Context: an optimization exercise on an open-source flow, tuned for small area, a short achievable clock period and few clock cycles. The choices shown serve that exercise and are no tape-out recipe. No functional check of the RTL was part of this run. Power figures rest on the tool's default switching activity, not on a simulated workload.

==> flow/design.v <==
`timescale 1ns / 1ps
module DATAPATH(Product, done, clk, multiplicand, multiplier, start, rst);
output [31:0] Product;
output reg done;
input [16:0] multiplicand;
input [16:0] multiplier;
input clk, start, rst;
wire one1 = multiplier[0] ^ 1'b0;
wire two2 = (multiplier[1] & ~multiplier[0] & ~1'b0) | (~multiplier[1] & multiplier[0] & 1'b0);
wire pp3 = ((one1 & multiplicand[0])) ^ multiplier[1];
wire pp4 = ((one1 & multiplicand[1]) | (two2 & multiplicand[0])) ^ multiplier[1];
wire pp5 = ((one1 & multiplicand[2]) | (two2 & multiplicand[1])) ^ multiplier[1];
wire pp6 = ((one1 & multiplicand[3]) | (two2 & multiplicand[2])) ^ multiplier[1];
wire pp7 = ((one1 & multiplicand[4]) | (two2 & multiplicand[3])) ^ multiplier[1];
wire pp8 = ((one1 & multiplicand[5]) | (two2 & multiplicand[4])) ^ multiplier[1];
wire pp9 = ((one1 & multiplicand[6]) | (two2 & multiplicand[5])) ^ multiplier[1];
wire pp10 = ((one1 & multiplicand[7]) | (two2 & multiplicand[6])) ^ multiplier[1];
wire pp11 = ((one1 & multiplicand[8]) | (two2 & multiplicand[7])) ^ multiplier[1];
wire pp12 = ((one1 & multiplicand[9]) | (two2 & multiplicand[8])) ^ multiplier[1];
wire pp13 = ((one1 & multiplicand[10]) | (two2 & multiplicand[9])) ^ multiplier[1];
wire pp14 = ((one1 & multiplicand[11]) | (two2 & multiplicand[10])) ^ multiplier[1];
wire pp15 = ((one1 & multiplicand[12]) | (two2 & multiplicand[11])) ^ multiplier[1];
wire pp16 = ((one1 & multiplicand[13]) | (two2 & multiplicand[12])) ^ multiplier[1];
wire pp17 = ((one1 & multiplicand[14]) | (two2 & multiplicand[13])) ^ multiplier[1];
wire pp18 = ((one1 & multiplicand[15]) | (two2 & multiplicand[14])) ^ multiplier[1];
wire pp19 = ((two2 & multiplicand[15])) ^ multiplier[1];
wire sn20 = ~multiplier[1];
wire one21 = multiplier[2] ^ multiplier[1];
wire two22 = (multiplier[3] & ~multiplier[2] & ~multiplier[1]) | (~multiplier[3] & multiplier[2] & multiplier[1]);
wire pp23 = ((one21 & multiplicand[0])) ^ multiplier[3];
wire pp24 = ((one21 & multiplicand[1]) | (two22 & multiplicand[0])) ^ multiplier[3];
wire pp25 = ((one21 & multiplicand[2]) | (two22 & multiplicand[1])) ^ multiplier[3];
wire pp26 = ((one21 & multiplicand[3]) | (two22 & multiplicand[2])) ^ multiplier[3];
wire pp27 = ((one21 & multiplicand[4]) | (two22 & multiplicand[3])) ^ multiplier[3];
wire pp28 = ((one21 & multiplicand[5]) | (two22 & multiplicand[4])) ^ multiplier[3];
wire pp29 = ((one21 & multiplicand[6]) | (two22 & multiplicand[5])) ^ multiplier[3];
wire pp30 = ((one21 & multiplicand[7]) | (two22 & multiplicand[6])) ^ multiplier[3];
wire pp31 = ((one21 & multiplicand[8]) | (two22 & multiplicand[7])) ^ multiplier[3];
wire pp32 = ((one21 & multiplicand[9]) | (two22 & multiplicand[8])) ^ multiplier[3];
wire pp33 = ((one21 & multiplicand[10]) | (two22 & multiplicand[9])) ^ multiplier[3];
wire pp34 = ((one21 & multiplicand[11]) | (two22 & multiplicand[10])) ^ multiplier[3];
wire pp35 = ((one21 & multiplicand[12]) | (two22 & multiplicand[11])) ^ multiplier[3];
wire pp36 = ((one21 & multiplicand[13]) | (two22 & multiplicand[12])) ^ multiplier[3];
wire pp37 = ((one21 & multiplicand[14]) | (two22 & multiplicand[13])) ^ multiplier[3];
wire pp38 = ((one21 & multiplicand[15]) | (two22 & multiplicand[14])) ^ multiplier[3];
wire pp39 = ((two22 & multiplicand[15])) ^ multiplier[3];
wire sn40 = ~multiplier[3];
wire one41 = multiplier[4] ^ multiplier[3];
wire two42 = (multiplier[5] & ~multiplier[4] & ~multiplier[3]) | (~multiplier[5] & multiplier[4] & multiplier[3]);
wire pp43 = ((one41 & multiplicand[0])) ^ multiplier[5];
wire pp44 = ((one41 & multiplicand[1]) | (two42 & multiplicand[0])) ^ multiplier[5];
wire pp45 = ((one41 & multiplicand[2]) | (two42 & multiplicand[1])) ^ multiplier[5];
wire pp46 = ((one41 & multiplicand[3]) | (two42 & multiplicand[2])) ^ multiplier[5];
wire pp47 = ((one41 & multiplicand[4]) | (two42 & multiplicand[3])) ^ multiplier[5];
wire pp48 = ((one41 & multiplicand[5]) | (two42 & multiplicand[4])) ^ multiplier[5];
wire pp49 = ((one41 & multiplicand[6]) | (two42 & multiplicand[5])) ^ multiplier[5];
wire pp50 = ((one41 & multiplicand[7]) | (two42 & multiplicand[6])) ^ multiplier[5];
wire pp51 = ((one41 & multiplicand[8]) | (two42 & multiplicand[7])) ^ multiplier[5];
wire pp52 = ((one41 & multiplicand[9]) | (two42 & multiplicand[8])) ^ multiplier[5];
wire pp53 = ((one41 & multiplicand[10]) | (two42 & multiplicand[9])) ^ multiplier[5];
wire pp54 = ((one41 & multiplicand[11]) | (two42 & multiplicand[10])) ^ multiplier[5];
wire pp55 = ((one41 & multiplicand[12]) | (two42 & multiplicand[11])) ^ multiplier[5];
wire pp56 = ((one41 & multiplicand[13]) | (two42 & multiplicand[12])) ^ multiplier[5];
wire pp57 = ((one41 & multiplicand[14]) | (two42 & multiplicand[13])) ^ multiplier[5];
wire pp58 = ((one41 & multiplicand[15]) | (two42 & multiplicand[14])) ^ multiplier[5];
wire pp59 = ((two42 & multiplicand[15])) ^ multiplier[5];
wire sn60 = ~multiplier[5];
wire one61 = multiplier[6] ^ multiplier[5];
wire two62 = (multiplier[7] & ~multiplier[6] & ~multiplier[5]) | (~multiplier[7] & multiplier[6] & multiplier[5]);
wire pp63 = ((one61 & multiplicand[0])) ^ multiplier[7];
wire pp64 = ((one61 & multiplicand[1]) | (two62 & multiplicand[0])) ^ multiplier[7];
wire pp65 = ((one61 & multiplicand[2]) | (two62 & multiplicand[1])) ^ multiplier[7];
wire pp66 = ((one61 & multiplicand[3]) | (two62 & multiplicand[2])) ^ multiplier[7];
wire pp67 = ((one61 & multiplicand[4]) | (two62 & multiplicand[3])) ^ multiplier[7];
wire pp68 = ((one61 & multiplicand[5]) | (two62 & multiplicand[4])) ^ multiplier[7];
wire pp69 = ((one61 & multiplicand[6]) | (two62 & multiplicand[5])) ^ multiplier[7];
wire pp70 = ((one61 & multiplicand[7]) | (two62 & multiplicand[6])) ^ multiplier[7];
wire pp71 = ((one61 & multiplicand[8]) | (two62 & multiplicand[7])) ^ multiplier[7];
wire pp72 = ((one61 & multiplicand[9]) | (two62 & multiplicand[8])) ^ multiplier[7];
wire pp73 = ((one61 & multiplicand[10]) | (two62 & multiplicand[9])) ^ multiplier[7];
wire pp74 = ((one61 & multiplicand[11]) | (two62 & multiplicand[10])) ^ multiplier[7];
wire pp75 = ((one61 & multiplicand[12]) | (two62 & multiplicand[11])) ^ multiplier[7];
wire pp76 = ((one61 & multiplicand[13]) | (two62 & multiplicand[12])) ^ multiplier[7];
wire pp77 = ((one61 & multiplicand[14]) | (two62 & multiplicand[13])) ^ multiplier[7];
wire pp78 = ((one61 & multiplicand[15]) | (two62 & multiplicand[14])) ^ multiplier[7];
wire pp79 = ((two62 & multiplicand[15])) ^ multiplier[7];
wire sn80 = ~multiplier[7];
wire one81 = multiplier[8] ^ multiplier[7];
wire two82 = (multiplier[9] & ~multiplier[8] & ~multiplier[7]) | (~multiplier[9] & multiplier[8] & multiplier[7]);
wire pp83 = ((one81 & multiplicand[0])) ^ multiplier[9];
wire pp84 = ((one81 & multiplicand[1]) | (two82 & multiplicand[0])) ^ multiplier[9];
wire pp85 = ((one81 & multiplicand[2]) | (two82 & multiplicand[1])) ^ multiplier[9];
wire pp86 = ((one81 & multiplicand[3]) | (two82 & multiplicand[2])) ^ multiplier[9];
wire pp87 = ((one81 & multiplicand[4]) | (two82 & multiplicand[3])) ^ multiplier[9];
wire pp88 = ((one81 & multiplicand[5]) | (two82 & multiplicand[4])) ^ multiplier[9];
wire pp89 = ((one81 & multiplicand[6]) | (two82 & multiplicand[5])) ^ multiplier[9];
wire pp90 = ((one81 & multiplicand[7]) | (two82 & multiplicand[6])) ^ multiplier[9];
wire pp91 = ((one81 & multiplicand[8]) | (two82 & multiplicand[7])) ^ multiplier[9];
wire pp92 = ((one81 & multiplicand[9]) | (two82 & multiplicand[8])) ^ multiplier[9];
wire pp93 = ((one81 & multiplicand[10]) | (two82 & multiplicand[9])) ^ multiplier[9];
wire pp94 = ((one81 & multiplicand[11]) | (two82 & multiplicand[10])) ^ multiplier[9];
wire pp95 = ((one81 & multiplicand[12]) | (two82 & multiplicand[11])) ^ multiplier[9];
wire pp96 = ((one81 & multiplicand[13]) | (two82 & multiplicand[12])) ^ multiplier[9];
wire pp97 = ((one81 & multiplicand[14]) | (two82 & multiplicand[13])) ^ multiplier[9];
wire pp98 = ((one81 & multiplicand[15]) | (two82 & multiplicand[14])) ^ multiplier[9];
wire pp99 = ((two82 & multiplicand[15])) ^ multiplier[9];
wire sn100 = ~multiplier[9];
wire one101 = multiplier[10] ^ multiplier[9];
wire two102 = (multiplier[11] & ~multiplier[10] & ~multiplier[9]) | (~multiplier[11] & multiplier[10] & multiplier[9]);
wire pp103 = ((one101 & multiplicand[0])) ^ multiplier[11];
wire pp104 = ((one101 & multiplicand[1]) | (two102 & multiplicand[0])) ^ multiplier[11];
wire pp105 = ((one101 & multiplicand[2]) | (two102 & multiplicand[1])) ^ multiplier[11];
wire pp106 = ((one101 & multiplicand[3]) | (two102 & multiplicand[2])) ^ multiplier[11];
wire pp107 = ((one101 & multiplicand[4]) | (two102 & multiplicand[3])) ^ multiplier[11];
wire pp108 = ((one101 & multiplicand[5]) | (two102 & multiplicand[4])) ^ multiplier[11];
wire pp109 = ((one101 & multiplicand[6]) | (two102 & multiplicand[5])) ^ multiplier[11];
wire pp110 = ((one101 & multiplicand[7]) | (two102 & multiplicand[6])) ^ multiplier[11];
wire pp111 = ((one101 & multiplicand[8]) | (two102 & multiplicand[7])) ^ multiplier[11];
wire pp112 = ((one101 & multiplicand[9]) | (two102 & multiplicand[8])) ^ multiplier[11];
wire pp113 = ((one101 & multiplicand[10]) | (two102 & multiplicand[9])) ^ multiplier[11];
wire pp114 = ((one101 & multiplicand[11]) | (two102 & multiplicand[10])) ^ multiplier[11];
wire pp115 = ((one101 & multiplicand[12]) | (two102 & multiplicand[11])) ^ multiplier[11];
wire pp116 = ((one101 & multiplicand[13]) | (two102 & multiplicand[12])) ^ multiplier[11];
wire pp117 = ((one101 & multiplicand[14]) | (two102 & multiplicand[13])) ^ multiplier[11];
wire pp118 = ((one101 & multiplicand[15]) | (two102 & multiplicand[14])) ^ multiplier[11];
wire pp119 = ((two102 & multiplicand[15])) ^ multiplier[11];
wire sn120 = ~multiplier[11];
wire one121 = multiplier[12] ^ multiplier[11];
wire two122 = (multiplier[13] & ~multiplier[12] & ~multiplier[11]) | (~multiplier[13] & multiplier[12] & multiplier[11]);
wire pp123 = ((one121 & multiplicand[0])) ^ multiplier[13];
wire pp124 = ((one121 & multiplicand[1]) | (two122 & multiplicand[0])) ^ multiplier[13];
wire pp125 = ((one121 & multiplicand[2]) | (two122 & multiplicand[1])) ^ multiplier[13];
wire pp126 = ((one121 & multiplicand[3]) | (two122 & multiplicand[2])) ^ multiplier[13];
wire pp127 = ((one121 & multiplicand[4]) | (two122 & multiplicand[3])) ^ multiplier[13];
wire pp128 = ((one121 & multiplicand[5]) | (two122 & multiplicand[4])) ^ multiplier[13];
wire pp129 = ((one121 & multiplicand[6]) | (two122 & multiplicand[5])) ^ multiplier[13];
wire pp130 = ((one121 & multiplicand[7]) | (two122 & multiplicand[6])) ^ multiplier[13];
wire pp131 = ((one121 & multiplicand[8]) | (two122 & multiplicand[7])) ^ multiplier[13];
wire pp132 = ((one121 & multiplicand[9]) | (two122 & multiplicand[8])) ^ multiplier[13];
wire pp133 = ((one121 & multiplicand[10]) | (two122 & multiplicand[9])) ^ multiplier[13];
wire pp134 = ((one121 & multiplicand[11]) | (two122 & multiplicand[10])) ^ multiplier[13];
wire pp135 = ((one121 & multiplicand[12]) | (two122 & multiplicand[11])) ^ multiplier[13];
wire pp136 = ((one121 & multiplicand[13]) | (two122 & multiplicand[12])) ^ multiplier[13];
wire pp137 = ((one121 & multiplicand[14]) | (two122 & multiplicand[13])) ^ multiplier[13];
wire pp138 = ((one121 & multiplicand[15]) | (two122 & multiplicand[14])) ^ multiplier[13];
wire pp139 = ((two122 & multiplicand[15])) ^ multiplier[13];
wire sn140 = ~multiplier[13];
wire one141 = multiplier[14] ^ multiplier[13];
wire two142 = (multiplier[15] & ~multiplier[14] & ~multiplier[13]) | (~multiplier[15] & multiplier[14] & multiplier[13]);
wire pp143 = ((one141 & multiplicand[0])) ^ multiplier[15];
wire pp144 = ((one141 & multiplicand[1]) | (two142 & multiplicand[0])) ^ multiplier[15];
wire pp145 = ((one141 & multiplicand[2]) | (two142 & multiplicand[1])) ^ multiplier[15];
wire pp146 = ((one141 & multiplicand[3]) | (two142 & multiplicand[2])) ^ multiplier[15];
wire pp147 = ((one141 & multiplicand[4]) | (two142 & multiplicand[3])) ^ multiplier[15];
wire pp148 = ((one141 & multiplicand[5]) | (two142 & multiplicand[4])) ^ multiplier[15];
wire pp149 = ((one141 & multiplicand[6]) | (two142 & multiplicand[5])) ^ multiplier[15];
wire pp150 = ((one141 & multiplicand[7]) | (two142 & multiplicand[6])) ^ multiplier[15];
wire pp151 = ((one141 & multiplicand[8]) | (two142 & multiplicand[7])) ^ multiplier[15];
wire pp152 = ((one141 & multiplicand[9]) | (two142 & multiplicand[8])) ^ multiplier[15];
wire pp153 = ((one141 & multiplicand[10]) | (two142 & multiplicand[9])) ^ multiplier[15];
wire pp154 = ((one141 & multiplicand[11]) | (two142 & multiplicand[10])) ^ multiplier[15];
wire pp155 = ((one141 & multiplicand[12]) | (two142 & multiplicand[11])) ^ multiplier[15];
wire pp156 = ((one141 & multiplicand[13]) | (two142 & multiplicand[12])) ^ multiplier[15];
wire pp157 = ((one141 & multiplicand[14]) | (two142 & multiplicand[13])) ^ multiplier[15];
wire pp158 = ((one141 & multiplicand[15]) | (two142 & multiplicand[14])) ^ multiplier[15];
wire pp159 = ((two142 & multiplicand[15])) ^ multiplier[15];
wire sn160 = ~multiplier[15];
wire pp161 = multiplicand[0] & multiplier[15];
wire pp162 = multiplicand[1] & multiplier[15];
wire pp163 = multiplicand[2] & multiplier[15];
wire pp164 = multiplicand[3] & multiplier[15];
wire pp165 = multiplicand[4] & multiplier[15];
wire pp166 = multiplicand[5] & multiplier[15];
wire pp167 = multiplicand[6] & multiplier[15];
wire pp168 = multiplicand[7] & multiplier[15];
wire pp169 = multiplicand[8] & multiplier[15];
wire pp170 = multiplicand[9] & multiplier[15];
wire pp171 = multiplicand[10] & multiplier[15];
wire pp172 = multiplicand[11] & multiplier[15];
wire pp173 = multiplicand[12] & multiplier[15];
wire pp174 = multiplicand[13] & multiplier[15];
wire pp175 = multiplicand[14] & multiplier[15];
wire pp176 = multiplicand[15] & multiplier[15];
wire s177, c178;
HA2 u_s177 (.a(multiplier[11]), .b(pp13), .s(s177), .co(c178));
wire s179, c180;
HA2 u_s179 (.a(pp14), .b(pp32), .s(s179), .co(c180));
wire s181, c182;
FA3 u_s181 (.a(multiplier[13]), .b(pp15), .c(pp33), .s(s181), .co(c182));
wire s183, c184;
HA2 u_s183 (.a(pp51), .b(pp69), .s(s183), .co(c184));
wire s185, c186;
FA3 u_s185 (.a(pp16), .b(pp34), .c(pp52), .s(s185), .co(c186));
wire s187, c188;
HA2 u_s187 (.a(pp70), .b(pp88), .s(s187), .co(c188));
wire s189, c190;
FA3 u_s189 (.a(multiplier[15]), .b(pp17), .c(pp35), .s(s189), .co(c190));
wire s191, c192;
FA3 u_s191 (.a(pp53), .b(pp71), .c(pp89), .s(s191), .co(c192));
wire s193, c194;
HA2 u_s193 (.a(pp107), .b(pp125), .s(s193), .co(c194));
wire s195, c196;
FA3 u_s195 (.a(pp18), .b(pp36), .c(pp54), .s(s195), .co(c196));
wire s197, c198;
FA3 u_s197 (.a(pp72), .b(pp90), .c(pp108), .s(s197), .co(c198));
wire s199, c200;
HA2 u_s199 (.a(pp126), .b(pp144), .s(s199), .co(c200));
wire s201, c202;
FA3 u_s201 (.a(pp161), .b(pp19), .c(pp37), .s(s201), .co(c202));
wire s203, c204;
FA3 u_s203 (.a(pp55), .b(pp73), .c(pp91), .s(s203), .co(c204));
wire s205, c206;
FA3 u_s205 (.a(pp109), .b(pp127), .c(pp145), .s(s205), .co(c206));
wire s207, c208;
FA3 u_s207 (.a(multiplier[1]), .b(pp162), .c(pp38), .s(s207), .co(c208));
wire s209, c210;
FA3 u_s209 (.a(pp56), .b(pp74), .c(pp92), .s(s209), .co(c210));
wire s211, c212;
FA3 u_s211 (.a(pp110), .b(pp128), .c(pp146), .s(s211), .co(c212));
wire s213, c214;
FA3 u_s213 (.a(multiplier[1]), .b(pp163), .c(pp39), .s(s213), .co(c214));
wire s215, c216;
FA3 u_s215 (.a(pp57), .b(pp75), .c(pp93), .s(s215), .co(c216));
wire s217, c218;
FA3 u_s217 (.a(pp111), .b(pp129), .c(pp147), .s(s217), .co(c218));
wire s219, c220;
FA3 u_s219 (.a(sn20), .b(sn40), .c(pp164), .s(s219), .co(c220));
wire s221, c222;
FA3 u_s221 (.a(pp58), .b(pp76), .c(pp94), .s(s221), .co(c222));
wire s223, c224;
FA3 u_s223 (.a(pp112), .b(pp130), .c(pp148), .s(s223), .co(c224));
wire s225 = ~(pp165 ^ pp59);
wire c226 = pp165 | pp59;
wire s227, c228;
FA3 u_s227 (.a(pp77), .b(pp95), .c(pp113), .s(s227), .co(c228));
wire s229, c230;
HA2 u_s229 (.a(pp131), .b(pp149), .s(s229), .co(c230));
wire s231, c232;
FA3 u_s231 (.a(sn60), .b(pp166), .c(pp78), .s(s231), .co(c232));
wire s233, c234;
FA3 u_s233 (.a(pp96), .b(pp114), .c(pp132), .s(s233), .co(c234));
wire s235 = ~(pp167 ^ pp79);
wire c236 = pp167 | pp79;
wire s237, c238;
HA2 u_s237 (.a(pp97), .b(pp115), .s(s237), .co(c238));
wire s239, c240;
FA3 u_s239 (.a(sn80), .b(pp168), .c(pp98), .s(s239), .co(c240));
wire s241, c242;
HA2 u_s241 (.a(1'b1), .b(pp169), .s(s241), .co(c242));
wire s243, c244;
HA2 u_s243 (.a(multiplier[7]), .b(pp9), .s(s243), .co(c244));
wire s245, c246;
HA2 u_s245 (.a(pp10), .b(pp28), .s(s245), .co(c246));
wire s247, c248;
FA3 u_s247 (.a(multiplier[9]), .b(pp11), .c(pp29), .s(s247), .co(c248));
wire s249, c250;
HA2 u_s249 (.a(pp47), .b(pp65), .s(s249), .co(c250));
wire s251, c252;
FA3 u_s251 (.a(pp12), .b(pp30), .c(pp48), .s(s251), .co(c252));
wire s253, c254;
HA2 u_s253 (.a(pp66), .b(pp84), .s(s253), .co(c254));
wire s255, c256;
FA3 u_s255 (.a(pp31), .b(pp49), .c(pp67), .s(s255), .co(c256));
wire s257, c258;
FA3 u_s257 (.a(pp85), .b(pp103), .c(s177), .s(s257), .co(c258));
wire s259, c260;
FA3 u_s259 (.a(pp50), .b(pp68), .c(pp86), .s(s259), .co(c260));
wire s261, c262;
FA3 u_s261 (.a(pp104), .b(c178), .c(s179), .s(s261), .co(c262));
wire s263, c264;
FA3 u_s263 (.a(pp87), .b(pp105), .c(pp123), .s(s263), .co(c264));
wire s265, c266;
FA3 u_s265 (.a(c180), .b(s183), .c(s181), .s(s265), .co(c266));
wire s267, c268;
FA3 u_s267 (.a(pp106), .b(pp124), .c(c184), .s(s267), .co(c268));
wire s269, c270;
FA3 u_s269 (.a(s187), .b(c182), .c(s185), .s(s269), .co(c270));
wire s271, c272;
FA3 u_s271 (.a(pp143), .b(c188), .c(s193), .s(s271), .co(c272));
wire s273, c274;
FA3 u_s273 (.a(c186), .b(s189), .c(s191), .s(s273), .co(c274));
wire s275, c276;
FA3 u_s275 (.a(c194), .b(s199), .c(c190), .s(s275), .co(c276));
wire s277, c278;
FA3 u_s277 (.a(c192), .b(s195), .c(s197), .s(s277), .co(c278));
wire s279, c280;
FA3 u_s279 (.a(c200), .b(c196), .c(c198), .s(s279), .co(c280));
wire s281, c282;
FA3 u_s281 (.a(s201), .b(s203), .c(s205), .s(s281), .co(c282));
wire s283, c284;
FA3 u_s283 (.a(c202), .b(c204), .c(c206), .s(s283), .co(c284));
wire s285, c286;
FA3 u_s285 (.a(s207), .b(s209), .c(s211), .s(s285), .co(c286));
wire s287, c288;
FA3 u_s287 (.a(c208), .b(c210), .c(c212), .s(s287), .co(c288));
wire s289, c290;
FA3 u_s289 (.a(s213), .b(s215), .c(s217), .s(s289), .co(c290));
wire s291, c292;
FA3 u_s291 (.a(s219), .b(c214), .c(c216), .s(s291), .co(c292));
wire s293, c294;
FA3 u_s293 (.a(c218), .b(s221), .c(s223), .s(s293), .co(c294));
wire s295, c296;
FA3 u_s295 (.a(c220), .b(s229), .c(c222), .s(s295), .co(c296));
wire s297, c298;
FA3 u_s297 (.a(c224), .b(s225), .c(s227), .s(s297), .co(c298));
wire s299, c300;
FA3 u_s299 (.a(pp150), .b(c230), .c(c226), .s(s299), .co(c300));
wire s301, c302;
FA3 u_s301 (.a(c228), .b(s231), .c(s233), .s(s301), .co(c302));
wire s303, c304;
FA3 u_s303 (.a(pp133), .b(pp151), .c(s237), .s(s303), .co(c304));
wire s305, c306;
FA3 u_s305 (.a(c232), .b(c234), .c(s235), .s(s305), .co(c306));
wire s307, c308;
FA3 u_s307 (.a(pp116), .b(pp134), .c(pp152), .s(s307), .co(c308));
wire s309, c310;
FA3 u_s309 (.a(c238), .b(c236), .c(s239), .s(s309), .co(c310));
wire s311, c312;
FA3 u_s311 (.a(s241), .b(pp99), .c(pp117), .s(s311), .co(c312));
wire s313, c314;
FA3 u_s313 (.a(pp135), .b(pp153), .c(c240), .s(s313), .co(c314));
wire s315, c316;
FA3 u_s315 (.a(sn100), .b(pp170), .c(c242), .s(s315), .co(c316));
wire s317, c318;
FA3 u_s317 (.a(pp118), .b(pp136), .c(pp154), .s(s317), .co(c318));
wire s319 = ~(pp171 ^ pp119);
wire c320 = pp171 | pp119;
wire s321, c322;
HA2 u_s321 (.a(pp137), .b(pp155), .s(s321), .co(c322));
wire s323, c324;
FA3 u_s323 (.a(sn120), .b(pp172), .c(pp138), .s(s323), .co(c324));
wire s325, c326;
HA2 u_s325 (.a(1'b1), .b(pp173), .s(s325), .co(c326));
wire s327, c328;
HA2 u_s327 (.a(multiplier[5]), .b(pp7), .s(s327), .co(c328));
wire s329, c330;
HA2 u_s329 (.a(pp8), .b(pp26), .s(s329), .co(c330));
wire s331, c332;
FA3 u_s331 (.a(pp27), .b(pp45), .c(pp63), .s(s331), .co(c332));
wire s333, c334;
FA3 u_s333 (.a(pp46), .b(pp64), .c(c244), .s(s333), .co(c334));
wire s335, c336;
FA3 u_s335 (.a(pp83), .b(c246), .c(s249), .s(s335), .co(c336));
wire s337, c338;
FA3 u_s337 (.a(c250), .b(s253), .c(c248), .s(s337), .co(c338));
wire s339, c340;
FA3 u_s339 (.a(c254), .b(c252), .c(s255), .s(s339), .co(c340));
wire s341, c342;
FA3 u_s341 (.a(c256), .b(s259), .c(c258), .s(s341), .co(c342));
wire s343, c344;
FA3 u_s343 (.a(c260), .b(s263), .c(c262), .s(s343), .co(c344));
wire s345, c346;
FA3 u_s345 (.a(c264), .b(s267), .c(c266), .s(s345), .co(c346));
wire s347, c348;
FA3 u_s347 (.a(c268), .b(s271), .c(c270), .s(s347), .co(c348));
wire s349, c350;
FA3 u_s349 (.a(c272), .b(c274), .c(s275), .s(s349), .co(c350));
wire s351, c352;
FA3 u_s351 (.a(c276), .b(c278), .c(s279), .s(s351), .co(c352));
wire s353, c354;
FA3 u_s353 (.a(c280), .b(c282), .c(s283), .s(s353), .co(c354));
wire s355, c356;
FA3 u_s355 (.a(c284), .b(c286), .c(s287), .s(s355), .co(c356));
wire s357, c358;
FA3 u_s357 (.a(c288), .b(c290), .c(s291), .s(s357), .co(c358));
wire s359, c360;
FA3 u_s359 (.a(c292), .b(c294), .c(s295), .s(s359), .co(c360));
wire s361, c362;
FA3 u_s361 (.a(c296), .b(c298), .c(s299), .s(s361), .co(c362));
wire s363, c364;
FA3 u_s363 (.a(s303), .b(c300), .c(c302), .s(s363), .co(c364));
wire s365, c366;
FA3 u_s365 (.a(s307), .b(c304), .c(c306), .s(s365), .co(c366));
wire s367, c368;
FA3 u_s367 (.a(c308), .b(s311), .c(c310), .s(s367), .co(c368));
wire s369, c370;
FA3 u_s369 (.a(s315), .b(c312), .c(s317), .s(s369), .co(c370));
wire s371, c372;
FA3 u_s371 (.a(s321), .b(c316), .c(c318), .s(s371), .co(c372));
wire s373, c374;
FA3 u_s373 (.a(pp156), .b(c322), .c(c320), .s(s373), .co(c374));
wire s375, c376;
FA3 u_s375 (.a(s325), .b(pp139), .c(pp157), .s(s375), .co(c376));
wire s377, c378;
FA3 u_s377 (.a(sn140), .b(pp174), .c(c326), .s(s377), .co(c378));
wire s379, c380;
HA2 u_s379 (.a(1'b1), .b(pp175), .s(s379), .co(c380));
wire s381, c382;
HA2 u_s381 (.a(multiplier[3]), .b(pp5), .s(s381), .co(c382));
wire s383, c384;
HA2 u_s383 (.a(pp6), .b(pp24), .s(s383), .co(c384));
wire s385, c386;
HA2 u_s385 (.a(pp25), .b(pp43), .s(s385), .co(c386));
wire s387 = s385 ^ s327;
wire c388 = c386 | (s385 & s327);
wire s389, c390;
HA2 u_s389 (.a(pp44), .b(c328), .s(s389), .co(c390));
wire s391 = s389 ^ s329;
wire c392 = c390 | (s389 & s329);
wire s393, c394;
HA2 u_s393 (.a(c330), .b(s243), .s(s393), .co(c394));
wire s395 = s393 ^ s331;
wire c396 = c394 | (s393 & s331);
wire s397, c398;
HA2 u_s397 (.a(s245), .b(c332), .s(s397), .co(c398));
wire s399 = s397 ^ s333;
wire c400 = c398 | (s397 & s333);
wire s401, c402;
HA2 u_s401 (.a(s247), .b(c334), .s(s401), .co(c402));
wire s403 = s401 ^ s335;
wire c404 = c402 | (s401 & s335);
wire s405, c406;
HA2 u_s405 (.a(s251), .b(c336), .s(s405), .co(c406));
wire s407 = s405 ^ s337;
wire c408 = c406 | (s405 & s337);
wire s409, c410;
HA2 u_s409 (.a(s257), .b(c338), .s(s409), .co(c410));
wire s411 = s409 ^ s339;
wire c412 = c410 | (s409 & s339);
wire s413, c414;
HA2 u_s413 (.a(s261), .b(c340), .s(s413), .co(c414));
wire s415 = s413 ^ s341;
wire c416 = c414 | (s413 & s341);
wire s417, c418;
HA2 u_s417 (.a(s265), .b(c342), .s(s417), .co(c418));
wire s419 = s417 ^ s343;
wire c420 = c418 | (s417 & s343);
wire s421, c422;
HA2 u_s421 (.a(s269), .b(c344), .s(s421), .co(c422));
wire s423 = s421 ^ s345;
wire c424 = c422 | (s421 & s345);
wire s425, c426;
HA2 u_s425 (.a(s273), .b(c346), .s(s425), .co(c426));
wire s427 = s425 ^ s347;
wire c428 = c426 | (s425 & s347);
wire s429, c430;
HA2 u_s429 (.a(s277), .b(c348), .s(s429), .co(c430));
wire s431 = s429 ^ s349;
wire c432 = c430 | (s429 & s349);
wire s433, c434;
HA2 u_s433 (.a(s281), .b(c350), .s(s433), .co(c434));
wire s435 = s433 ^ s351;
wire c436 = c434 | (s433 & s351);
wire s437, c438;
HA2 u_s437 (.a(s285), .b(c352), .s(s437), .co(c438));
wire s439 = s437 ^ s353;
wire c440 = c438 | (s437 & s353);
wire s441, c442;
HA2 u_s441 (.a(s289), .b(c354), .s(s441), .co(c442));
wire s443 = s441 ^ s355;
wire c444 = c442 | (s441 & s355);
wire s445, c446;
HA2 u_s445 (.a(s293), .b(c356), .s(s445), .co(c446));
wire s447 = s445 ^ s357;
wire c448 = c446 | (s445 & s357);
wire s449, c450;
HA2 u_s449 (.a(s297), .b(c358), .s(s449), .co(c450));
wire s451 = s449 ^ s359;
wire c452 = c450 | (s449 & s359);
wire s453, c454;
HA2 u_s453 (.a(s301), .b(c360), .s(s453), .co(c454));
wire s455 = s453 ^ s361;
wire c456 = c454 | (s453 & s361);
wire s457, c458;
HA2 u_s457 (.a(s305), .b(c362), .s(s457), .co(c458));
wire s459 = s457 ^ s363;
wire c460 = c458 | (s457 & s363);
wire s461, c462;
HA2 u_s461 (.a(s309), .b(c364), .s(s461), .co(c462));
wire s463 = s461 ^ s365;
wire c464 = c462 | (s461 & s365);
wire s465, c466;
HA2 u_s465 (.a(s313), .b(c366), .s(s465), .co(c466));
wire s467 = s465 ^ s367;
wire c468 = c466 | (s465 & s367);
wire s469, c470;
HA2 u_s469 (.a(c314), .b(s369), .s(s469), .co(c470));
wire s471 = s469 ^ c368;
wire c472 = c470 | (s469 & c368);
wire s473, c474;
HA2 u_s473 (.a(s319), .b(c370), .s(s473), .co(c474));
wire s475 = s473 ^ s371;
wire c476 = c474 | (s473 & s371);
wire s477, c478;
HA2 u_s477 (.a(s323), .b(c372), .s(s477), .co(c478));
wire s479 = s477 ^ s373;
wire c480 = c478 | (s477 & s373);
wire s481, c482;
HA2 u_s481 (.a(c324), .b(s375), .s(s481), .co(c482));
wire s483 = s481 ^ c374;
wire c484 = c482 | (s481 & c374);
wire s485, c486;
HA2 u_s485 (.a(pp158), .b(s377), .s(s485), .co(c486));
wire s487 = s485 ^ c376;
wire c488 = c486 | (s485 & c376);
wire s489, c490;
HA2 u_s489 (.a(s379), .b(pp159), .s(s489), .co(c490));
wire s491 = s489 ^ c378;
wire c492 = c490 | (s489 & c378);
wire s493, c494;
HA2 u_s493 (.a(sn160), .b(pp176), .s(s493), .co(c494));
wire s495 = s493 ^ c380;
wire c496 = c494 | (s493 & c380);
wire [31:0] row_s = {s495, s491, s487, s483, s479, s475, s471, c464, c460, c456, c452, c448, c444, c440, c436, c432, c428, c424, c420, c416, c412, c408, c404, c400, c396, c392, c388, c384, c382, pp23, pp4, multiplier[1]};
wire [31:0] row_c = {c492, c488, c484, c480, c476, c472, c468, s467, s463, s459, s455, s451, s447, s443, s439, s435, s431, s427, s423, s419, s415, s411, s407, s403, s399, s395, s391, s387, s383, s381, 1'b0, pp3};
reg [31:0] acc_s, acc_c;
always @(posedge clk)
 if (start) begin
  acc_s <= row_s;
  acc_c <= row_c;
 end
wire g497, p498;
HA2 u_g497 (.a(acc_s[0]), .b(acc_c[0]), .s(p498), .co(g497));
wire g499, p500;
HA2 u_g499 (.a(acc_s[2]), .b(acc_c[2]), .s(p500), .co(g499));
wire g501, p502;
HA2 u_g501 (.a(acc_s[3]), .b(acc_c[3]), .s(p502), .co(g501));
wire g503, p504;
HA2 u_g503 (.a(acc_s[4]), .b(acc_c[4]), .s(p504), .co(g503));
wire g505, p506;
HA2 u_g505 (.a(acc_s[5]), .b(acc_c[5]), .s(p506), .co(g505));
wire g507, p508;
HA2 u_g507 (.a(acc_s[6]), .b(acc_c[6]), .s(p508), .co(g507));
wire g509, p510;
HA2 u_g509 (.a(acc_s[7]), .b(acc_c[7]), .s(p510), .co(g509));
wire g511, p512;
HA2 u_g511 (.a(acc_s[8]), .b(acc_c[8]), .s(p512), .co(g511));
wire g513, p514;
HA2 u_g513 (.a(acc_s[9]), .b(acc_c[9]), .s(p514), .co(g513));
wire g515, p516;
HA2 u_g515 (.a(acc_s[10]), .b(acc_c[10]), .s(p516), .co(g515));
wire g517, p518;
HA2 u_g517 (.a(acc_s[11]), .b(acc_c[11]), .s(p518), .co(g517));
wire g519, p520;
HA2 u_g519 (.a(acc_s[12]), .b(acc_c[12]), .s(p520), .co(g519));
wire g521, p522;
HA2 u_g521 (.a(acc_s[13]), .b(acc_c[13]), .s(p522), .co(g521));
wire g523, p524;
HA2 u_g523 (.a(acc_s[14]), .b(acc_c[14]), .s(p524), .co(g523));
wire g525, p526;
HA2 u_g525 (.a(acc_s[15]), .b(acc_c[15]), .s(p526), .co(g525));
wire g527, p528;
HA2 u_g527 (.a(acc_s[16]), .b(acc_c[16]), .s(p528), .co(g527));
wire g529, p530;
HA2 u_g529 (.a(acc_s[17]), .b(acc_c[17]), .s(p530), .co(g529));
wire g531, p532;
HA2 u_g531 (.a(acc_s[18]), .b(acc_c[18]), .s(p532), .co(g531));
wire g533, p534;
HA2 u_g533 (.a(acc_s[19]), .b(acc_c[19]), .s(p534), .co(g533));
wire g535, p536;
HA2 u_g535 (.a(acc_s[20]), .b(acc_c[20]), .s(p536), .co(g535));
wire g537, p538;
HA2 u_g537 (.a(acc_s[21]), .b(acc_c[21]), .s(p538), .co(g537));
wire g539, p540;
HA2 u_g539 (.a(acc_s[22]), .b(acc_c[22]), .s(p540), .co(g539));
wire g541, p542;
HA2 u_g541 (.a(acc_s[23]), .b(acc_c[23]), .s(p542), .co(g541));
wire g543, p544;
HA2 u_g543 (.a(acc_s[24]), .b(acc_c[24]), .s(p544), .co(g543));
wire g545, p546;
HA2 u_g545 (.a(acc_s[25]), .b(acc_c[25]), .s(p546), .co(g545));
wire g547, p548;
HA2 u_g547 (.a(acc_s[26]), .b(acc_c[26]), .s(p548), .co(g547));
wire g549, p550;
HA2 u_g549 (.a(acc_s[27]), .b(acc_c[27]), .s(p550), .co(g549));
wire g551, p552;
HA2 u_g551 (.a(acc_s[28]), .b(acc_c[28]), .s(p552), .co(g551));
wire g553, p554;
HA2 u_g553 (.a(acc_s[29]), .b(acc_c[29]), .s(p554), .co(g553));
wire g555, p556;
HA2 u_g555 (.a(acc_s[30]), .b(acc_c[30]), .s(p556), .co(g555));
wire g557, p558;
HA2 u_g557 (.a(acc_s[31]), .b(acc_c[31]), .s(p558), .co(g557));
wire q559 = acc_s[1] & g497;
wire q560 = acc_s[1] & p498;
wire q561 = (p502 & g499) | g501;
wire q562 = p502 & p500;
wire q563 = (p506 & g503) | g505;
wire q564 = p506 & p504;
wire q565 = (p510 & g507) | g509;
wire q566 = p510 & p508;
wire q567 = (p514 & g511) | g513;
wire q568 = p514 & p512;
wire q569 = (p518 & g515) | g517;
wire q570 = p518 & p516;
wire q571 = (p522 & g519) | g521;
wire q572 = p522 & p520;
wire q573 = (p526 & g523) | g525;
wire q574 = p526 & p524;
wire q575 = (p530 & g527) | g529;
wire q576 = p530 & p528;
wire q577 = (p534 & g531) | g533;
wire q578 = p534 & p532;
wire q579 = (p538 & g535) | g537;
wire q580 = p538 & p536;
wire q581 = (p542 & g539) | g541;
wire q582 = p542 & p540;
wire q583 = (p546 & g543) | g545;
wire q584 = p546 & p544;
wire q585 = (p550 & g547) | g549;
wire q586 = p550 & p548;
wire q587 = (p554 & g551) | g553;
wire q588 = p554 & p552;
wire q589 = (p558 & g555) | g557;
wire q590 = p558 & p556;
wire q591 = (q562 & q559) | q561;
wire q592 = q562 & q560;
wire q593 = (q566 & q563) | q565;
wire q594 = q566 & q564;
wire q595 = (q570 & q567) | q569;
wire q596 = q570 & q568;
wire q597 = (q574 & q571) | q573;
wire q598 = q574 & q572;
wire q599 = (q578 & q575) | q577;
wire q600 = q578 & q576;
wire q601 = (q582 & q579) | q581;
wire q602 = q582 & q580;
wire q603 = (q586 & q583) | q585;
wire q604 = q586 & q584;
wire q605 = (q590 & q587) | q589;
wire q606 = q590 & q588;
wire q607 = (q594 & q591) | q593;
wire q608 = q594 & q592;
wire q609 = (q598 & q595) | q597;
wire q610 = q598 & q596;
wire q611 = (q602 & q599) | q601;
wire q612 = q602 & q600;
wire q613 = (q606 & q603) | q605;
wire q614 = q606 & q604;
wire q615 = (q610 & q607) | q609;
wire q616 = q610 & q608;
wire q617 = (q614 & q611) | q613;
wire q618 = q614 & q612;
wire q619 = (q618 & q615) | q617;
wire q620 = q618 & q616;
wire q621 = (q612 & q615) | q611;
wire q622 = q612 & q616;
wire q623 = (q596 & q607) | q595;
wire q624 = q596 & q608;
wire q625 = (q600 & q615) | q599;
wire q626 = q600 & q616;
wire q627 = (q604 & q621) | q603;
wire q628 = q604 & q622;
wire q629 = (q564 & q591) | q563;
wire q630 = q564 & q592;
wire q631 = (q568 & q607) | q567;
wire q632 = q568 & q608;
wire q633 = (q572 & q623) | q571;
wire q634 = q572 & q624;
wire q635 = (q576 & q615) | q575;
wire q636 = q576 & q616;
wire q637 = (q580 & q625) | q579;
wire q638 = q580 & q626;
wire q639 = (q584 & q621) | q583;
wire q640 = q584 & q622;
wire q641 = (q588 & q627) | q587;
wire q642 = q588 & q628;
wire q643 = (p500 & q559) | g499;
wire q644 = p500 & q560;
wire q645 = (p504 & q591) | g503;
wire q646 = p504 & q592;
wire q647 = (p508 & q629) | g507;
wire q648 = p508 & q630;
wire q649 = (p512 & q607) | g511;
wire q650 = p512 & q608;
wire q651 = (p516 & q631) | g515;
wire q652 = p516 & q632;
wire q653 = (p520 & q623) | g519;
wire q654 = p520 & q624;
wire q655 = (p524 & q633) | g523;
wire q656 = p524 & q634;
wire q657 = (p528 & q615) | g527;
wire q658 = p528 & q616;
wire q659 = (p532 & q635) | g531;
wire q660 = p532 & q636;
wire q661 = (p536 & q625) | g535;
wire q662 = p536 & q626;
wire q663 = (p540 & q637) | g539;
wire q664 = p540 & q638;
wire q665 = (p544 & q621) | g543;
wire q666 = p544 & q622;
wire q667 = (p548 & q639) | g547;
wire q668 = p548 & q640;
wire q669 = (p552 & q627) | g551;
wire q670 = p552 & q628;
wire q671 = (p556 & q641) | g555;
wire q672 = p556 & q642;
wire q673 = acc_s[1] ^ g497;
wire q674 = p500 ^ q559;
wire q675 = p502 ^ q643;
wire q676 = p504 ^ q591;
wire q677 = p506 ^ q645;
wire q678 = p508 ^ q629;
wire q679 = p510 ^ q647;
wire q680 = p512 ^ q607;
wire q681 = p514 ^ q649;
wire q682 = p516 ^ q631;
wire q683 = p518 ^ q651;
wire q684 = p520 ^ q623;
wire q685 = p522 ^ q653;
wire q686 = p524 ^ q633;
wire q687 = p526 ^ q655;
wire q688 = p528 ^ q615;
wire q689 = p530 ^ q657;
wire q690 = p532 ^ q635;
wire q691 = p534 ^ q659;
wire q692 = p536 ^ q625;
wire q693 = p538 ^ q661;
wire q694 = p540 ^ q637;
wire q695 = p542 ^ q663;
wire q696 = p544 ^ q621;
wire q697 = p546 ^ q665;
wire q698 = p548 ^ q639;
wire q699 = p550 ^ q667;
wire q700 = p552 ^ q627;
wire q701 = p554 ^ q669;
wire q702 = p556 ^ q641;
wire q703 = p558 ^ q671;
assign Product = {q703, q702, q701, q700, q699, q698, q697, q696, q695, q694, q693, q692, q691, q690, q689, q688, q687, q686, q685, q684, q683, q682, q681, q680, q679, q678, q677, q676, q675, q674, q673, p498};
always @(posedge clk)
 if (rst)
  done <= 1'b0;
 else
  done <= start;
endmodule
module FA3(a, b, c, s, co);
input a, b, c;
output s, co;
assign s = a ^ b ^ c;
assign co = (a & b) | (a & c) | (b & c);
endmodule
module BSEL(one, two, neg, a0, a1, pp);
input one, two, neg, a0, a1;
output pp;
assign pp = ((one & a0) | (two & a1)) ^ neg;
endmodule
module AO21(a, b, c, y);
input a, b, c;
output y;
assign y = (a & b) | c;
endmodule
module HA2(a, b, s, co);
input a, b;
output s, co;
assign s = a ^ b;
assign co = a & b;
endmodule
==> flow/flow/run.sh <==
#!/bin/bash
# Standard layout, with plain buffers (instead of delay buffers) on the ports.
set -euo pipefail
export BUFFER_PORTS_ARGS="-buffer_cell sky130_fd_sc_hd__buf_2"
bash standard.sh > standard.log 2>&1
==> flow/standard.sh <==
#!/bin/bash
# synth_recipe.tcl (not shown) runs the flow's synth.tcl, then flattens the netlist and writes it again
# the make line also repeats each setting of config.mk as NAME=value (left out here)
make -C /OpenROAD-flow-scripts/flow DESIGN_CONFIG=/design/flow/config.mk WORK_HOME=/design/flow/orfs CLKGATE_MAP_FILE= SYNTH_SCRIPT=/design/flow/synth_recipe.tcl "${@:-finish}"
==> flow/config.mk <==
export PLATFORM = sky130hd
export DESIGN_NAME = DATAPATH
export DESIGN_NICKNAME = DATAPATH
export VERILOG_FILES = /design/flow/design.v
export SDC_FILE = /design/flow/constraint.sdc
export NUM_CORES = 4
export LEC_CHECK = 0
export ABC_AREA = 1
export CAP_MARGIN = 20
export CORE_MARGIN = 2
export CORE_UTILIZATION = 40
export CTS_BUF_LIST = sky130_fd_sc_hd__clkbuf_4 sky130_fd_sc_hd__clkbuf_8
export CTS_CLUSTER_SIZE = 30
export PLACE_DENSITY = 0.75
export SLEW_MARGIN = 20
export SYNTH_HIERARCHICAL = 1
export SYNTH_MINIMUM_KEEP_SIZE = 0
==> flow/constraint.sdc <==
create_clock -name core_clock -period 4.0 [get_ports {clk}]
set_input_delay 0.8000 -clock core_clock [delete_from_list [all_inputs] [get_ports {clk}]]
set_output_delay 0.8000 -clock core_clock [all_outputs]
set_load 0.01 [all_outputs]
==> run notes <==
per-layer routing:
layer | global-route usage (%) | wire length (um) | vias to the layer above
li1 | - | - | 3124
met1 | 23.9 | 9390 | 3151
met2 | 28.4 | 9640 | 214
met3 | 3.37 | 1360 | 39
met4 | 6.29 | 522 | 0
met5 | 0 | 0 | -
synthesized netlist by cell type (all sizes together):
cell type,count,area [um^2]
a21oi,16,114
ha,125,1560
nor2,41,184
nand4,2,12.5
inv,75,282
conb,1,3.75
xnor2,14,123
nand3,7,35.0
dfxtp,1,20.0
xor2,130,1140
fa,81,1620
clkbuf,8,30.0
a21o,2,15.0
or2,28,175
o21bai,3,22.5
edfxtp,63,1890
buf,75,514
nand2,79,324
o21ai,11,58.8
nor3,1,5.00
a31o,3,26.3
o22ai,120,1000
kinds of logic after synthesis:
kind of cell	Yosys count
compound gates	155
xor+xnor	144
fa+ha+maj	206
buf+inv	158
flops	64
other cells	1
simple gates	158
final timing paths:
kind / cells after the start / end / slack [ns]
setup / recovery: 12 / acc_s[18]$_DFFE_PP_ / 0.12
hold / removal: 2 / done$_SDFF_PP0_ / 0.58
layout make-up:
type                       instances  area (um^2)
inverter                          75          282
antenna                            2         5.00
clock inverter                     5         47.5
multi-input combinational        666         6440
clock buffer                      11          139
timing repair buffer             134          938
sequential                        64         1910
fill                            2097        12500
tap                              285          357
flip-flops by register name, summed over array words and instances, names as in the netlist:
signal	cells
acc_c	31
done	1
acc_s	32
per-module statistics from Yosys (local to each module, per instance):
module	cells inside	area [um^2]
DATAPATH	726	6550
HA2	1	12.5
FA3	1	20.0
critical path, cell delays in order:
cell	delay, ns
buf_2	0.13
nand2_1	0.10
nor2_2	0.06
a21oi_4	0.43
o22ai_1	0.15
xor2_1	0.22
fa_1	0.46
fa_1	0.44
fa_1	0.43
ha_1	0.29
ha_1	0.18
or2_2	0.28
power by group through the flow:
stage | Clock [uW] | Sequential [uW] | Combinational, uW
global placement | 0 | 1330 | 4400
CTS | 567 | 1330 | 4630
finish | 551 | 1330 | 4540
detailed placement | 0 | 1340 | 4600
global route | 591 | 1350 | 5230
floorplan | 0 | 1310 | 3790
per-stage QoR:
step	hold slack, ns	std cells	TNS, ns
floorplan	0.871	888	0
detailed placement	0.959	1224	-3.78
global route	0.557	1242	0
global placement	0.959	1224	-2.46
CTS	0.558	1240	0
finish	0.579	1242	0
==> summary.txt <==
P per Cell Area: 635 nW/um^2
Crit path launch type: input pin
Slew of the pin with the lowest slew margin: 0.610 ns
Drt drc: 0
WP data arrival: 4.00 ns
Starting Density: 40.6%
I/O pin count: 70
FMAX: 258 MHz
Largest family of logic cells by synthesized area: adder cells
CTS tree: done
P&R area growth vs syn: 10.4%
Vias in the first global route: 6,714
Sequential fraction of the synthesis area: 20.9%
Routed len/inst: 16.8 um
Layout Utilization: 44.8%
Row cnt: 55
Logic gate share of total power: 70.8%
P_sw: 2790 uW
Status: timing/DRC/antenna clean
Initial antenna violation count: 2
Internal power: 3630 uW
Worst endpoint required time: 4.11 ns
Bufs on Longest Clock Path: 2
Unrepaired setup endpoints after global routing: no
HP Class: in2reg
Largest net degree at the start of global routing: 43
Rel. slew slack: 59.4%
Min Tclk post-route: 3.88 ns
Crit Path Class: in2reg
Post-synthesis compound-gate area fraction: 13.5%
Post-CTS resize count: 0
Hold Startpoint: rst
Mapped Area: 9160 um^2
Area share of fa/ha/maj cells after synthesis: 34.8%
Core Region: 22,600 um^2
CTS Buf Count: 9
Leak: 0.00473 uW
CTS H-Tree Depth: 3
HPWL Detailed: 16.8 mm
Setup Buffers After CTS: 0
Yosys warning count: 7
Clock power share: 8.6%
Final count of pins violating max slew: 0
CP max FO: 12
Setup crit end kind: flip-flop
Net Sw Frac: 43.5%
Setup crit start: multiplier[8]
Total GRT Usage: 17.7%
Iter 0 DRT Violations: 529
CTS Hold Bufs: 0
Final nets: 1,193
ANT nets after route: 0
Clock Tree Root: clkbuf_8
Final worst path period share: 97.0%
Number of I/O port buffers: 67
Syn Area/Cell: 10.3 um^2
Routed vias/inst: 5.26
MaxCap Viol Count: 0
Placed Area: 9920 um^2
DRT Pass-1 Iters: 5
Final Hold Vio Count: 0
Post-Synth Simple-Gate Area: 8.03%
Syn Inst Count: 886
Post-route cell area: 10,100 um^2
Die height: 155 um
Die width: 155 um
Clk sinks: 64
Worst setup margin: 0.119 ns
Yosys reg bits: 64
Post-synthesis mux area share: 0%
Most common cell after layout, fill and taps aside: xor2_1
Number of library cell types mapped by synthesis: 35
Synth Area in XOR/XNOR: 13.8%
First-pass GRT wire length: 33.9 mm
Remaining global-route overflow: 0
DRT Wirelength: 20.9 mm
Die area: 24,100 um^2
Clk pin slew, worst setup/hold paths: 0.07 ns
Reg power frac: 20.7%
Maximum VDD drop: 0.221 mV
Number of setup violations in the final report: 0
Final Total Pwr: 6420 uW
Final GP Congestion: 0.930
Pre-CTS WS: -0.324 ns
Ratio of cells with drive above 1 in the final layout: 26.5%
Leading cell types in the layout, fill and taps excluded: 130 x xor2_1, 125 x ha_1, 81 x fa_1
Total number of vias: 6,528

==> afterwards: timing with drivers on the ports <==
No port has a modelled driver above. Below, the same layout with a new extraction and two added sets of constraints. Step 1, drivers: a clkbuf_16 drives clk and a buf_2 each remaining input, both assumed. Step 2 adds t to the input delays and takes it off the output delays; t is the mean of the earliest and latest rising clock arrival at the registers after step 1. Input paths then give back, and output paths get back, about the clock's delay inside the block. Three values: ideal, step 1, step 2; two values: the first two.
t, ns: 0.403
slack for setup (ns): 0.119 / 0.118 / -0.285
worst slew at a driven data input, ns: 0.06
cell pins on the clock port's net: 1
With both steps, setup timing fails in this run, where it was met with ideal ports. For this run, drivers alone change the setup slack by -0.001 ns; drivers and shift together by -0.404 ns.
